Source: an optimization exercise on an open RTL-to-GDS flow (aim: small area). Production flows keep margins and buffers that such runs may drop.
RTL that was checked went through simulation tests only; none was proved equivalent to the original.
The flow treats the clock pin as an ideal source, which a real chip does not have.
Power and IR drop assume default switching activity.

==> flow/design.v <==
`default_nettype none
module fp16_sum(input wire clk,input wire [15:0] num1,num2,output reg [15:0] out);
	localparam K = 9;
	function automatic [12:0] radd12(input [11:0] a, input [11:0] b, input ci);
		integer k;
		reg c;
		begin
			c = ci;
			for (k = 0; k < 12; k = k + 1) begin
				radd12[k] = a[k] ^ b[k] ^ c;
				c = (a[k] & b[k]) | (c & (a[k] ^ b[k]));
			end
			radd12[12] = c;
		end
	endfunction
	function automatic gt10(input [9:0] a, input [9:0] b);
		integer k;
		reg g;
		begin
			g = 1'b0;
			for (k = 0; k < 10; k = k + 1)
				g = (a[k] & ~b[k]) | (~(a[k] ^ b[k]) & g);
			gt10 = g;
		end
	endfunction
	wire [4:0]  e1   = num1[14:10];
	wire [4:0]  e2   = num2[14:10];
	wire [12:0] a12  = radd12({7'd0, e1}, {7'h7f, ~e2}, 1'b1);    
	wire [12:0] a21  = radd12({7'd0, e2}, {7'h7f, ~e1}, 1'b1);    
	wire        egt  = ~a12[12];                    
	wire        eeq  = e1 == e2;
	wire [4:0]  d    = egt ? a21[4:0] : a12[4:0];
	wire        swap = egt | (eeq & gt10(num2[9:0], num1[9:0]));    
	wire [9:0]  bm   = swap ? num2[9:0] : num1[9:0];
	wire [9:0]  sm   = swap ? num1[9:0] : num2[9:0];
	wire [10:0] sn   = {1'b1, sm} >> d;
	wire        sub  = num1[15] ^ num2[15];
	wire [12:0] lsum = radd12({{(12-K){1'b0}}, bm[K-1:0]}, {{(12-K){1'b0}}, sn[K-1:0] ^ {K{sub}}}, sub);
	reg        r1_sign, r1_sub;
	reg [4:0]  r1_exp;
	reg [9:K]  r1_bm;
	reg [10:K] r1_sn;
	reg [K:0]  r1_lo;        
	always @(posedge clk) begin
		r1_sign <= swap ? num2[15] : num1[15];
		r1_sub  <= sub;
		r1_exp  <= egt ? e2 : e1;
		r1_bm   <= bm[9:K];
		r1_sn   <= sn[10:K];
		r1_lo   <= lsum[K:0];
	end
	wire [12:0] ps  = radd12({{(K+1){1'b0}}, 1'b1, r1_bm}, {{(K+1){1'b0}}, r1_sn ^ {(11-K){r1_sub}}}, r1_lo[K]);
	wire [11:0] pre = {ps[11-K] ^ r1_sub, ps[10-K:0], r1_lo[K-1:0]};
	reg  [3:0]  p;
	integer i;
	always @* begin
		p = 4'd0;
		for (i = 0; i < 12; i = i + 1)
			if (pre[i]) p = i;
	end
	wire [11:0] x  = {pre[11:2], pre[1:0] & {2{~r1_sub}}};
	wire [11:0] xs = x << (4'd11 - p);
	wire        nz = |pre;
	wire [12:0] ee = radd12({7'd0, r1_exp}, {8'd0, p} + 12'hff6, 1'b0);
	wire [4:0]  re = nz ? ee[4:0] : 5'd0;
	wire [9:0]  rm = xs[10:1];
	reg [15:0] s2, s3, s4;
	always @(posedge clk) begin
		s2  <= {r1_sign, re, rm};
		s3  <= s2;
		s4  <= s3;
		out <= s4;
	end
endmodule
==> flow/config.mk <==
export PLATFORM = sky130hd
export DESIGN_NAME = fp16_sum
export DESIGN_NICKNAME = fp16_sum
export VERILOG_FILES = /design/flow/design.v
export SDC_FILE = /design/flow/constraint.sdc
export NUM_CORES = 4
export LEC_CHECK = 0
export ABC_AREA = 1
export CAP_MARGIN = 20
export CORE_MARGIN = 2
export CORE_UTILIZATION = 55
export GPL_TIMING_DRIVEN = 0
export SLEW_MARGIN = 20
==> flow/constraint.sdc <==
create_clock -name core_clock -period 4.5 [get_ports {clk}]
set_input_delay 0.9000 -clock core_clock [delete_from_list [all_inputs] [get_ports {clk}]]
set_output_delay 0.9000 -clock core_clock [all_outputs]
set_load 0.01 [all_outputs]
standard.sh (not shown) runs the stock make flow with config.mk's settings and CLKGATE_MAP_FILE= SYNTH_SCRIPT=/design/flow/synth_recipe.tcl, a recipe that flattens the netlist after the stock synthesis.
==> flow/flow/run.sh <==
#!/bin/bash
# The standard layout with these changes:
#  - synthesis maps with flow/abc.script and without the adder cell step;
#  - the port buffers are plain buf_1 cells;
#  - clock tree synthesis inserts no dummy loads.
set -euo pipefail
here=$(pwd)
inner=$(grep -o 'SYNTH_SCRIPT=[^ ]*' standard.sh | head -1 | cut -d= -f2-)
export OWN_INNER_SYNTH=$inner
export OWN_ABC_SCRIPT=$here/flow/abc.script
export BUFFER_PORTS_ARGS="-buffer_cell sky130_fd_sc_hd__buf_1"
export CTS_ARGS="-sink_clustering_enable -repair_clock_nets -dont_use_dummy_load"
sed "s#SYNTH_SCRIPT=[^ ]*#SYNTH_SCRIPT=$here/flow/synth.tcl ADDER_MAP_FILE=#" standard.sh > own.sh
bash own.sh > flow.log 2>&1
==> flow/flow/abc.script <==
strash
dch -f
map -D 3400 -B 0.2
strash
dch -f
map -D 3400 -B 0.2
topo
stime -c
buffer -c
upsize -c
dnsize -c
==> flow/flow/synth.tcl <==
# The standard flow's synthesis script, with our own ABC script for the technology
# mapping (the registers and their names are unchanged).
proc abc {args} {
  set i [lsearch -exact $args -script]
  if {$i >= 0} { lset args [expr {$i + 1}] $::env(OWN_ABC_SCRIPT) }
  yosys abc {*}$args
}
source $::env(OWN_INNER_SYNTH)
Change:
--- a/flow/design.v
+++ b/flow/design.v
@@ -1,6 +1,6 @@
 `default_nettype none
 module fp16_sum(input wire clk,input wire [15:0] num1,num2,output reg [15:0] out);
-	localparam K = 9;
+	localparam K = 7;
 	function automatic [12:0] radd12(input [11:0] a, input [11:0] b, input ci);
 		integer k;
 		reg c;
Wire length is lower by 2.7%.
Power is about the same.
Final area is lower by 1.4%.
Setup slack gains 0.041 ns.
Clock-buffer cell count stays the same.
Synthesized cell count is lower by 1.4%.
Via count is lower by 2.5%.
Synthesized area is higher by 1.1%.
Maximum frequency is higher by 1.0%.
Die area is higher by 1.1%.
Worst hold slack loses 0.0056 ns.
Non-clock buffer count is lower by 3.
Sequential power hardly moves.
No functional check of the RTL was part of the first run of this note.

Setup of red:
RTL: the design.v shown in full above, as it stands there.
Settings: LEC_CHECK=0, ABC_AREA=1, CAP_MARGIN=20, CORE_MARGIN=2, CORE_UTILIZATION=55, GPL_TIMING_DRIVEN=0, SLEW_MARGIN=20; clock period 4.5 ns.
==> flow/flow/run.sh <==
#!/bin/bash
# The standard layout with these changes:
#  - synthesis maps with flow/abc.script and without the adder cell step;
#  - the port buffers are plain buf_1 cells;
#  - clock tree synthesis inserts no dummy loads;
#  - after clock tree synthesis, logic cells are downsized where timing allows
#    (flow/post_cts.tcl), and the global-route step recovers power (RECOVER_POWER).
set -euo pipefail
here=$(pwd)
inner=$(grep -o 'SYNTH_SCRIPT=[^ ]*' standard.sh | head -1 | cut -d= -f2-)
export OWN_INNER_SYNTH=$inner
export OWN_ABC_SCRIPT=$here/flow/abc.script
export BUFFER_PORTS_ARGS="-buffer_cell sky130_fd_sc_hd__buf_1"
export CTS_ARGS="-sink_clustering_enable -repair_clock_nets -dont_use_dummy_load"
export RECOVER_POWER=100
export POST_CTS_TCL=$here/flow/post_cts.tcl
sed "s#SYNTH_SCRIPT=[^ ]*#SYNTH_SCRIPT=$here/flow/synth.tcl ADDER_MAP_FILE=#" standard.sh > own.sh
bash own.sh > flow.log 2>&1
Scripts as last shown in full above: flow/flow/abc.script, flow/flow/synth.tcl
Other scripts of this flow, unchanged in this note and not shown: flow/flow/downsize.tcl, flow/flow/post_cts.tcl
For blue, these inputs were changed with respect to red:
diff --git a/flow/design.v b/flow/design.v
--- a/flow/design.v
+++ b/flow/design.v
@@ -1,9 +1,9 @@
 `default_nettype none
 module fp16_sum(input wire clk,input wire [15:0] num1,num2,output reg [15:0] out);
-	localparam K = 9;
+	localparam K = 5;
 	function automatic [12:0] radd12(input [11:0] a, input [11:0] b, input ci);
 		integer k;
 		reg c;
 		begin
 			c = ci;
 			for (k = 0; k < 12; k = k + 1) begin
==> comparison <==
- blue — leakage component of the power 1.0% lower, red as reference
- NOTE: flip-flop and latch count in blue exceeds that of red
- [blue] total number of cells along the worst setup path rose about 4.3% relative to red
- | global-route wire length before repair | blue vs red | better |
- Total routed wirelength across blue and red: no real change.
No functional check of the RTL was part of any run of this note.

## what the ideal ports hide
The results above use ideal ports. As a check the final layouts listed here were re-extracted and re-timed, cells and wires unchanged. Step 1 assumes that a clkbuf_16 drives the clock port and a buf_2 every other input. Step 2 moves the port delays by t, midway between the first and last clock arrival at a register: inputs arrive t later, outputs are due t later. That takes back most of the time a late clock gives input paths. Three values: no drivers, after step 1, after step 2; two values: the first two.
| run | t (ns) | setup slack, ns | slew at the worst register clock pin (ns) |
|---|---|---|---|
| the first run of note 1 | 0.345 | 0.329 / 0.325 / -0.020 | 0.08 / 0.08 |
| the second run of note 1 | 0.355 | 0.370 / 0.378 / 0.023 | 0.08 / 0.08 |
| red | 0.345 | 0.329 / 0.325 / -0.020 | 0.08 / 0.08 |
| blue | 0.362 | 0.471 / 0.479 / 0.116 | 0.08 / 0.08 |
With both steps, setup timing fails in the first run of note 1 and red, where it was met with ideal ports. For blue, which loses most, drivers alone change the setup slack by +0.008 ns; drivers and shift together by -0.355 ns.
